This design comes from an exercise in tuning for small area, a short achievable clock period and few clock cycles on the open sky130 flow, not from production work. Function was checked by simulation only, so behaviour that the tests miss may differ from the original.

oak:
Design BalotelliMulDiv, start of the top module:
module BalotelliMulDiv (
  input Clk,
  input Rst,
  input InValid,
  input [3:0] InOp,
  input [63:0] InA,
  input [63:0] InB,
  output InReady,
  output OutValid,
  output [63:0] OutResult
);
Size: roughly 7400 cells after synthesis, roughly 450 flip-flops, roughly 200 I/O pins, ~58000 um2 of cells after synthesis.
clock: 8.0 ns
lec_check: 0
cap_margin: 20
core_margin: 2
core_utilization: 55
place_density: 0.72
setup_slack_margin: 3.5
slew_margin: 20
run.sh (not shown) runs the stock make flow with config.mk's settings and CLKGATE_MAP_FILE= SYNTH_SCRIPT=/design/flow/synth_recipe.tcl, a recipe that flattens the netlist after the stock synthesis.
oak went all the way through the flow, and no timing, DRC or antenna check failed.
Testbench counts of oak, summed over its fixed seeds: cycles 14,539.
Edits applied to the flow inputs when going from oak to pine:
- CORE_UTILIZATION changed from 55 to 40
- PLACE_DENSITY removed (was 0.72)
--- outcome ---
Cmp pine vs oak: wire length on met3 lower in pine. The higher utilization of oak and pine is in oak. Summary — first-iteration DRC count, pine relative to oak: lower, by 16%. In pine, met2 track utilization from global routing is lower than in oak. Overall routing resource usage was lower in pine than in oak. Diff oak and pine: hold slack lower in pine. pine vs. oak: total negative slack now sits at about the same level; cell area +about 1.3%; combined buffer and inverter count along the critical path climbed 2.

========
Another version of the RTL of BalotelliMulDiv (not shown whole).
Size in the first run: roughly 5100 cells after synthesis, ~41000 um^2 of cells after synthesis.
clock: 8.0 ns
lec_check: 0
abc_clock_period_in_ps: 2500
cap_margin: 20
core_margin: 2
core_utilization: 40
setup_slack_margin: 5
slew_margin: 20
Testbench counts at the start, summed over its fixed seeds: cycles 24,179.
Change:
ABC_CLOCK_PERIOD_IN_PS = 1500   (was 2500)
Result:
- sequential share of layout area is unchanged
- maximum frequency stays the same
- count of clock-buffer cells in the layout is unchanged

========
Another version of the RTL of BalotelliMulDiv (not shown whole).
Size in the first run: ~6800 cells after synthesis, roughly 200 I/O pins, ~53000 um2 of cells after synthesis.
clock: 8.0 ns
lec_check: 0
cap_margin: 20
core_margin: 2
core_utilization: 40
setup_slack_margin: 3.5
slew_margin: 20
The first run produced a clean layout.
Testbench counts at the start, summed over its fixed seeds: cycles 17,360.
Then changed:
--- a/flow/config.mk
+++ b/flow/config.mk
@@ -10,3 +10,3 @@
 export CORE_UTILIZATION = 40
-export SETUP_SLACK_MARGIN = 3.5
+export SETUP_SLACK_MARGIN = 4
 export SLEW_MARGIN = 20
After rerunning:
- The new run produced a clean layout
- global-route usage went up by 4.0 points
- die area does not change
- sequential share of layout area goes down by 1.5 points

========
== JK ==
Another version of the RTL of BalotelliMulDiv (not shown whole).
Size: roughly 7300 cells after synthesis, ~450 flip-flops, ~200 I/O pins, ~0.058 mm^2 of cells after synthesis.
Design BalotelliMulDiv, start of the top module:
module BalotelliMulDiv (
  input Clk,
  input Rst,
  input InValid,
  input [3:0] InOp,
  input [63:0] InA,
  input [63:0] InB,
  output InReady,
  output OutValid,
  output [63:0] OutResult
);
  reg SMul;          
  reg SShift;        
  reg SStep1;        
  reg SStep4;        
  reg Rdy;           
  reg First;         
  reg [5:0] BNeg, BOne, BTwo;  
  reg OpW, OpRem;
  reg NegA, NegB, Dz;
  reg [5:0] Cnt;     
  reg [6:0] LzA, LzB;  
  reg TV;            
  reg TW;
  reg OV;
  reg AInv, AZero, BInv, BSelC, BSelD, ACin;
  reg A3SelAlt;
  reg [63:0] X1, S, C, Out;
  reg [64:0] X2, X3;
  assign InReady = Rdy;
  assign OutValid = OV;
  assign OutResult = Out;
  function [6:0] clz64(input [63:0] v);
    reg [1:0] c1 [0:31];
    reg z1 [0:31];
    reg [2:0] c2 [0:15];
    reg z2 [0:15];
    reg [3:0] c3 [0:7];
    reg z3 [0:7];
    reg [4:0] c4 [0:3];
    reg z4 [0:3];
    reg [5:0] c5 [0:1];
    reg z5 [0:1];
    integer i;
    begin
      for (i = 0; i < 32; i = i + 1) begin
        z1[i] = ~(v[2*i+1] | v[2*i]);
        c1[i] = {1'b0, ~v[2*i+1]};
      end
      for (i = 0; i < 16; i = i + 1) begin
        z2[i] = z1[2*i+1] & z1[2*i];
        c2[i] = z1[2*i+1] ? {1'b1, c1[2*i][0]} : {1'b0, c1[2*i+1][0]};
      end
      for (i = 0; i < 8; i = i + 1) begin
        z3[i] = z2[2*i+1] & z2[2*i];
        c3[i] = z2[2*i+1] ? {1'b1, c2[2*i][1:0]} : {1'b0, c2[2*i+1][1:0]};
      end
      for (i = 0; i < 4; i = i + 1) begin
        z4[i] = z3[2*i+1] & z3[2*i];
        c4[i] = z3[2*i+1] ? {1'b1, c3[2*i][2:0]} : {1'b0, c3[2*i+1][2:0]};
      end
      for (i = 0; i < 2; i = i + 1) begin
        z5[i] = z4[2*i+1] & z4[2*i];
        c5[i] = z4[2*i+1] ? {1'b1, c4[2*i][3:0]} : {1'b0, c4[2*i+1][3:0]};
      end
      if (z5[1] & z5[0]) clz64 = 7'd64;
      else clz64 = z5[1] ? {2'b01, c5[0][4:0]} : {2'b00, c5[1][4:0]};
    end
  endfunction
  wire [63:0] AddA = (S ^ {64{AInv}}) & {64{~AZero}};
  wire [63:0] AddB = ((C ^ {64{BInv}}) & {64{BSelC}}) | (X2[63:0] & {64{BSelD}});
  wire [65:0] AddWide = {1'b0, AddA, ACin} + {1'b0, AddB, ACin};
  ...
Settings: LEC_CHECK=0, CAP_MARGIN=20, CORE_MARGIN=2, CORE_UTILIZATION=40, SETUP_SLACK_MARGIN=3.25, SLEW_MARGIN=20; clock period 8.0 ns.
JK ended with every stage complete and zero timing, DRC or antenna violations.
Testbench counts of JK, summed over its fixed seeds: cycles 14,539.
--- input diff JK..MS ---
Settings: SETUP_SLACK_MARGIN: 3.25 -> 3.5.
### Flow results
- MS: full flow OK, the timing, design-rule and antenna checks passed
- | hold slack | MS vs JK | better |
- Compared with JK, MS shows area growth from synthesis to layout higher by 3.5 points.
- Going from JK to MS, final non-filler cell area grows by 3.1%.
- [MS vs JK] count of antenna diodes in the layout: higher in MS
- On MS: global-route wire length before repair is 2.7% higher than what JK gave.
- Number of standard cells in the final layout excluding fillers: lower on JK

========
## try-umber
The RTL this note starts from:
==> flow/design.v <==
module BalotelliMulDiv (
  input Clk,
  input Rst,
  input InValid,
  input [3:0] InOp,
  input [63:0] InA,
  input [63:0] InB,
  output InReady,
  output OutValid,
  output [63:0] OutResult
);
  reg SMul;          
  reg SShift;        
  reg SStep1;        
  reg SStep4;        
  reg Rdy;           
  reg First;         
  reg [5:0] BNeg, BOne, BTwo;  
  reg OpW, OpRem;
  reg NegA, NegB, Dz;
  reg [5:0] Cnt;     
  reg [6:0] LzA, LzB;  
  reg TV;            
  reg TW;
  reg OV;
  reg AInv, AZero, BInv, BSelC, BSelD, ACin;
  reg A3SelAlt;
  reg [63:0] X1, S, C, Out;
  reg [64:0] X2, X3;
  assign InReady = Rdy;
  assign OutValid = OV;
  assign OutResult = Out;
  function [6:0] clz64(input [63:0] v);
    reg [1:0] c1 [0:31];
    reg z1 [0:31];
    reg [2:0] c2 [0:15];
    reg z2 [0:15];
    reg [3:0] c3 [0:7];
    reg z3 [0:7];
    reg [4:0] c4 [0:3];
    reg z4 [0:3];
    reg [5:0] c5 [0:1];
    reg z5 [0:1];
    integer i;
    begin
      for (i = 0; i < 32; i = i + 1) begin
        z1[i] = ~(v[2*i+1] | v[2*i]);
        c1[i] = {1'b0, ~v[2*i+1]};
      end
      for (i = 0; i < 16; i = i + 1) begin
        z2[i] = z1[2*i+1] & z1[2*i];
        c2[i] = z1[2*i+1] ? {1'b1, c1[2*i][0]} : {1'b0, c1[2*i+1][0]};
      end
      for (i = 0; i < 8; i = i + 1) begin
        z3[i] = z2[2*i+1] & z2[2*i];
        c3[i] = z2[2*i+1] ? {1'b1, c2[2*i][1:0]} : {1'b0, c2[2*i+1][1:0]};
      end
      for (i = 0; i < 4; i = i + 1) begin
        z4[i] = z3[2*i+1] & z3[2*i];
        c4[i] = z3[2*i+1] ? {1'b1, c3[2*i][2:0]} : {1'b0, c3[2*i+1][2:0]};
      end
      for (i = 0; i < 2; i = i + 1) begin
        z5[i] = z4[2*i+1] & z4[2*i];
        c5[i] = z4[2*i+1] ? {1'b1, c4[2*i][3:0]} : {1'b0, c4[2*i+1][3:0]};
      end
      if (z5[1] & z5[0]) clz64 = 7'd64;
      else clz64 = z5[1] ? {2'b01, c5[0][4:0]} : {2'b00, c5[1][4:0]};
    end
  endfunction
  wire [63:0] AddA = (S ^ {64{AInv}}) & {64{~AZero}};
  wire [63:0] AddB = ((C ^ {64{BInv}}) & {64{BSelC}}) | (X2[63:0] & {64{BSelD}});
  wire [65:0] AddWide = {1'b0, AddA, ACin} + {1'b0, AddB, ACin};
  wire [64:0] AddSum = AddWide[65:1];
  wire [66:0] Sub2Wide = {2'b00, S, ~NegB} + {1'b0, X2[63:0], ~NegB, ~NegB};
  wire [65:0] Sub2 = Sub2Wide[66:1];
  wire [64:0] A3 = A3SelAlt ? (SStep1 ? {2'b11, X2[64:2]} : {1'b0, X1}) : {1'b0, S};
  wire [64:0] B3 = SStep1 ? {1'b1, X2[64:2], ~NegB} : (X3 & {65{~SShift}});
  wire C3In = SShift ? NegA : ~NegB;
  wire [66:0] Add3Wide = {1'b0, A3, C3In} + {1'b0, B3, C3In};
  wire [65:0] Add3 = Add3Wide[66:1];
  wire Ge1 = AddSum[64] & X2[64];
  wire Ge2 = Sub2[65];
  wire Ge3 = Add3[65];
  wire Q1 = SStep4 & Ge2;
  wire Q0 = SStep4 ? (Ge3 | (Ge1 & ~Ge2)) : Ge1;
  wire T3 = SShift | (SStep4 & Ge3);
  wire T2 = SStep4 & Ge2;
  wire [63:0] DivS = T3 ? Add3[63:0] : T2 ? Sub2[63:0] : Ge1 ? AddSum[63:0] : S;
  wire [63:0] Qm = X2[63:0];
  wire [12:0] BNextBits = Rdy ? {InBExt[11:0], 1'b0} : {Qm[23:11]};
  wire [5:0] Ng = BNeg;
  wire [63:0] PP [0:5];
  genvar k;
  generate
    for (k = 0; k < 6; k = k + 1) begin : g_pp
      wire [2:0] bd = BNextBits[2*k+2:2*k];
      wire [63:0] m = X1 << (2*k);
      always @(posedge Clk) begin
        BNeg[k] <= bd[2] & ~(bd[1] & bd[0]);
        BOne[k] <= bd[1] ^ bd[0];
        BTwo[k] <= (bd[2] & ~bd[1] & ~bd[0]) | (~bd[2] & bd[1] & bd[0]);
      end
      assign PP[k] = (({64{BOne[k]}} & m) | ({64{BTwo[k]}} & {m[62:0], 1'b0})) ^ {64{BNeg[k]}};
    end
  endgenerate
  wire [63:0] S0 = First ? 64'h0 : S;
  wire [63:0] C0 = First ? 64'h0 : C;
  function [127:0] csa(input [63:0] x, input [63:0] y, input [63:0] z, input n);
    reg [63:0] m;
    begin
      m = (x & y) | (x & z) | (y & z);
      csa = {x ^ y ^ z, m[62:0], n};
    end
  endfunction
  wire [127:0] Ra = csa(PP[0], PP[1], PP[2], Ng[0]);
  wire [127:0] Rb = csa(PP[3], PP[4], PP[5], Ng[1]);
  wire [127:0] Rd = csa(Ra[127:64], Ra[63:0], Rb[127:64], Ng[2]);
  wire [127:0] Re = csa(Rb[63:0], S0, C0, Ng[3]);
  wire [127:0] Rf = csa(Rd[127:64], Rd[63:0], Re[127:64], Ng[4]);
  wire [127:0] Rh = csa(Rf[127:64], Rf[63:0], Re[63:0], Ng[5]);
  wire [63:0] S2 = Rh[127:64];
  wire [63:0] C2 = Rh[63:0];
  wire MulLastNext = (&Qm[63:23]) | ~(|Qm[63:23]);
  wire [63:0] QmNext = {{12{Qm[63]}}, Qm[63:12]};
  wire MulLastIn = (&InB[63:11]) | ~(|InB[63:11]) |
                   (InOp[3] & ((&InB[31:11]) | ~(|InB[31:11])));
  wire InSg = ~InOp[0] | ~InOp[2];
  wire [63:0] InAExt = InOp[3] ? {{32{InSg & InA[31]}}, InA[31:0]} : InA;
  wire [63:0] InBExt = InOp[3] ? {{32{InSg & InB[31]}}, InB[31:0]} : InB;
  wire InNegA = InOp[2] & ~InOp[0] & (InOp[3] ? InA[31] : InA[63]);
  wire InNegB = InOp[2] & ~InOp[0] & (InOp[3] ? InB[31] : InB[63]);
  wire [63:0] InV = InAExt ^ {64{InNegA}};
  wire [63:0] PVLen = InNegA ? {InV[62:0], 1'b1} : InV;
  wire [63:0] InX2 = InBExt ^ {64{InNegB ^ InOp[2]}};
  wire [63:0] PY = ~InX2;
  wire PDz = ~(|PY) & ~InNegB;
  wire [7:0] PJ = {1'b0, LzB} - {1'b0, LzA};
  wire PSkip = PJ[7] | Dz;
  wire [5:0] Half = PJ[6:1] + {5'b0, PJ[0]};
  wire NB = ~NegB;
  reg [64:0] Sh;
  always @(*) begin
    Sh = X2;
    if (PJ[0]) Sh = {Sh[62:0], {2{NB}}};
    if (PJ[1]) Sh = {Sh[62:0], {2{NB}}};
    if (PJ[2]) Sh = {Sh[60:0], {4{NB}}};
    if (PJ[3]) Sh = {Sh[56:0], {8{NB}}};
    if (PJ[4]) Sh = {Sh[48:0], {16{NB}}};
    if (PJ[5]) Sh = {Sh[32:0], {32{NB}}};
    if (PJ[6]) Sh = {Sh[0], {64{NB}}};
    if (PSkip) Sh = {65{1'b0}};
  end
  wire [63:0] Res = TW ? {{32{AddSum[31]}}, AddSum[31:0]} : AddSum[63:0];
  wire Busy = SMul | SShift | SStep1 | SStep4;
  wire TVNext = Rst & Rdy & Busy;
  wire ShNext = Rdy & InValid & InOp[2];
  wire TNegNext = OpRem ? NegA : (NegA ^ NegB);
  always @(posedge Clk) begin
    if (Rdy) begin
      X1 <= InV;
      X2 <= {InOp[2], InX2};
      NegA <= InNegA;
      NegB <= InNegB;
      Dz <= PDz;
      OpW <= InOp[3];
      OpRem <= InOp[1];
    end else if (SMul) begin
      X1 <= {X1[51:0], 12'h0};
      X2 <= {1'b0, QmNext};
    end else if (SShift) begin
      X2 <= Sh;
    end else begin
      X2 <= {2'b11, X2[64:2]};
    end
    X3 <= SStep1 ? Add3[64:0] : {2'b11, X3[64:2]};
    S <= SMul ? S2 : DivS;
    if (SMul) begin
      C <= C2;
    end else begin
      if (SShift) C <= 64'h0;
      else if (SStep4) C <= {C[61:0], Q1, Q0};
      else C <= {C[62:0], Q0};
    end
    Out <= Res;
    First <= Rdy;
    if (Rdy) begin
      LzA <= clz64(PVLen);
      LzB <= clz64(PY);
    end
    if (SShift) begin
      Cnt <= Half;
    end else if (SStep4) begin
      Cnt <= Cnt - 6'd1;
    end
    TW <= OpW;
    AInv <= TVNext & ~SMul & OpRem & TNegNext;
    AZero <= TVNext & ~SMul & ~OpRem;
    BInv <= TVNext & ~SMul & (TNegNext | Dz);
    BSelC <= TVNext & (SMul | ~OpRem);
    BSelD <= ~TVNext;
    ACin <= TVNext ? (~SMul & TNegNext & ~(~OpRem & Dz)) : ~NegB;
    A3SelAlt <= ShNext | (~Rdy & SShift);
    if (!Rst) begin
      SMul <= 1'b0;
      SShift <= 1'b0;
      SStep1 <= 1'b0;
      SStep4 <= 1'b0;
      Rdy <= 1'b1;
      TV <= 1'b0;
      OV <= 1'b0;
    end else begin
      TV <= TVNext;
      OV <= TV;
      if (Rdy) begin
        SMul <= InValid & ~InOp[2];
        SShift <= InValid & InOp[2];
        SStep1 <= 1'b0;
        SStep4 <= 1'b0;
        Rdy <= ~InValid | (~InOp[2] & MulLastIn);
      end else begin
        SShift <= 1'b0;
        SStep1 <= SShift;
        SStep4 <= SStep1 | SStep4;
        if (SMul) Rdy <= MulLastNext;
        else if (SShift) Rdy <= PSkip | (Half == 6'd0);
        else if (SStep1) Rdy <= Cnt == 6'd1;
        else Rdy <= Cnt == 6'd2;
      end
    end
  end
endmodule
Settings: LEC_CHECK=0, CAP_MARGIN=20, CORE_MARGIN=2, CORE_UTILIZATION=40, SETUP_SLACK_MARGIN=3.5, SLEW_MARGIN=20, TNS_END_PERCENT=30; clock period 8.0 ns.
Testbench counts of try-umber, summed over its fixed seeds: cycles 14,539.
Edits applied to the flow inputs when going from try-umber to try-quartz:
Settings: GPL_ROUTABILITY_DRIVEN newly set to 0; TNS_END_PERCENT removed (was 30).
Notes after the runs:
Relative to try-umber, maximum number of pins on one net before global-route repair increased by 54 in try-quartz.
First-iteration detailed-routing DRC count of try-quartz exceeds that of try-umber by more than 10%.
Changes observed in try-quartz relative to try-umber: slew at the pin closest to its max-slew limit increased by 0.063 ns relative to the old numbers, fmax increased by 4.8 MHz relative to the old numbers, maximum single-stage delay on the critical path increased by 0.07 ns relative to the old numbers.
~same instance count after placement with tap cells included in try-umber and try-quartz
Per the comparison of try-quartz with try-umber, first-pass GRT wire length shows a reduction of 16 mm, final setup skew now larger.
The following lists how try-maple was set up differently from try-quartz:
Settings: clearing GPL_ROUTABILITY_DRIVEN, which used to be 0.
Findings:
The startpoint of the worst setup timing path comes out BInv$_DFF_P_ in one run and SStep1$_SDFF_PP0_ in the other, namely in try-quartz and try-maple respectively.
On post-route cell area, try-quartz tracks try-maple almost exactly.
On met1 wire length: between try-maple and try-quartz, it ends up higher for try-maple.
Clock buffer instance count of the final layout: try-maple vs try-quartz up 8.5%
Delta (try-maple minus try-quartz): global-route total usage across every layer went up 1.9 points; footprint of the multi-input gates went down 160 um^2; layout multi-input combinational cell count held.

==> port drivers added, routing unchanged <==
No port has a modelled driver above. Below, the same layouts with a new extraction and two added sets of constraints. Step 1 (the two cells are an assumption about what drives the block):
set clk [get_ports {Clk}]
set_driving_cell -lib_cell sky130_fd_sc_hd__clkbuf_16 $clk
set_driving_cell -lib_cell sky130_fd_sc_hd__buf_2 [delete_from_list [all_inputs] $clk]
Step 2, shift: input delay + t, output delay - t, t = (earliest + latest rising clock arrival at the registers) / 2. This alone moves slack from input paths to output paths. Slacks: no drivers / after step 1 / after step 2; pairs: no drivers / after step 1.
run | t, ns | setup slack, ns | worst register clock-pin slew, ns
oak | 0.794 | 3.319 / 3.319 / 2.878 | 0.08 / 0.08
pine | 0.790 | 3.440 / 3.440 / 2.892 | 0.07 / 0.07
the first run of note 2 | 0.752 | 3.559 / 3.559 / 3.559 | 0.07 / 0.07
the second run of note 2 | 0.752 | 3.559 / 3.559 / 3.559 | 0.07 / 0.07
the first run of note 3 | 0.761 | 3.307 / 3.307 / 3.307 | 0.08 / 0.08
the second run of note 3 | 0.767 | 3.335 / 3.335 / 3.335 | 0.08 / 0.08
JK | 0.779 | 3.216 / 3.216 / 2.637 | 0.07 / 0.07
MS | 0.780 | 3.386 / 3.386 / 2.837 | 0.07 / 0.07
try-umber | 0.790 | 3.413 / 3.413 / 2.827 | 0.07 / 0.07
try-quartz | 0.778 | 3.512 / 3.512 / 2.952 | 0.07 / 0.07
try-maple | 0.786 | 3.527 / 3.527 / 2.889 | 0.07 / 0.07
After both steps every run listed still meets setup and hold. The setup slack of try-maple, which loses most, moves by 0.000 ns with the drivers and by -0.638 ns with both steps.
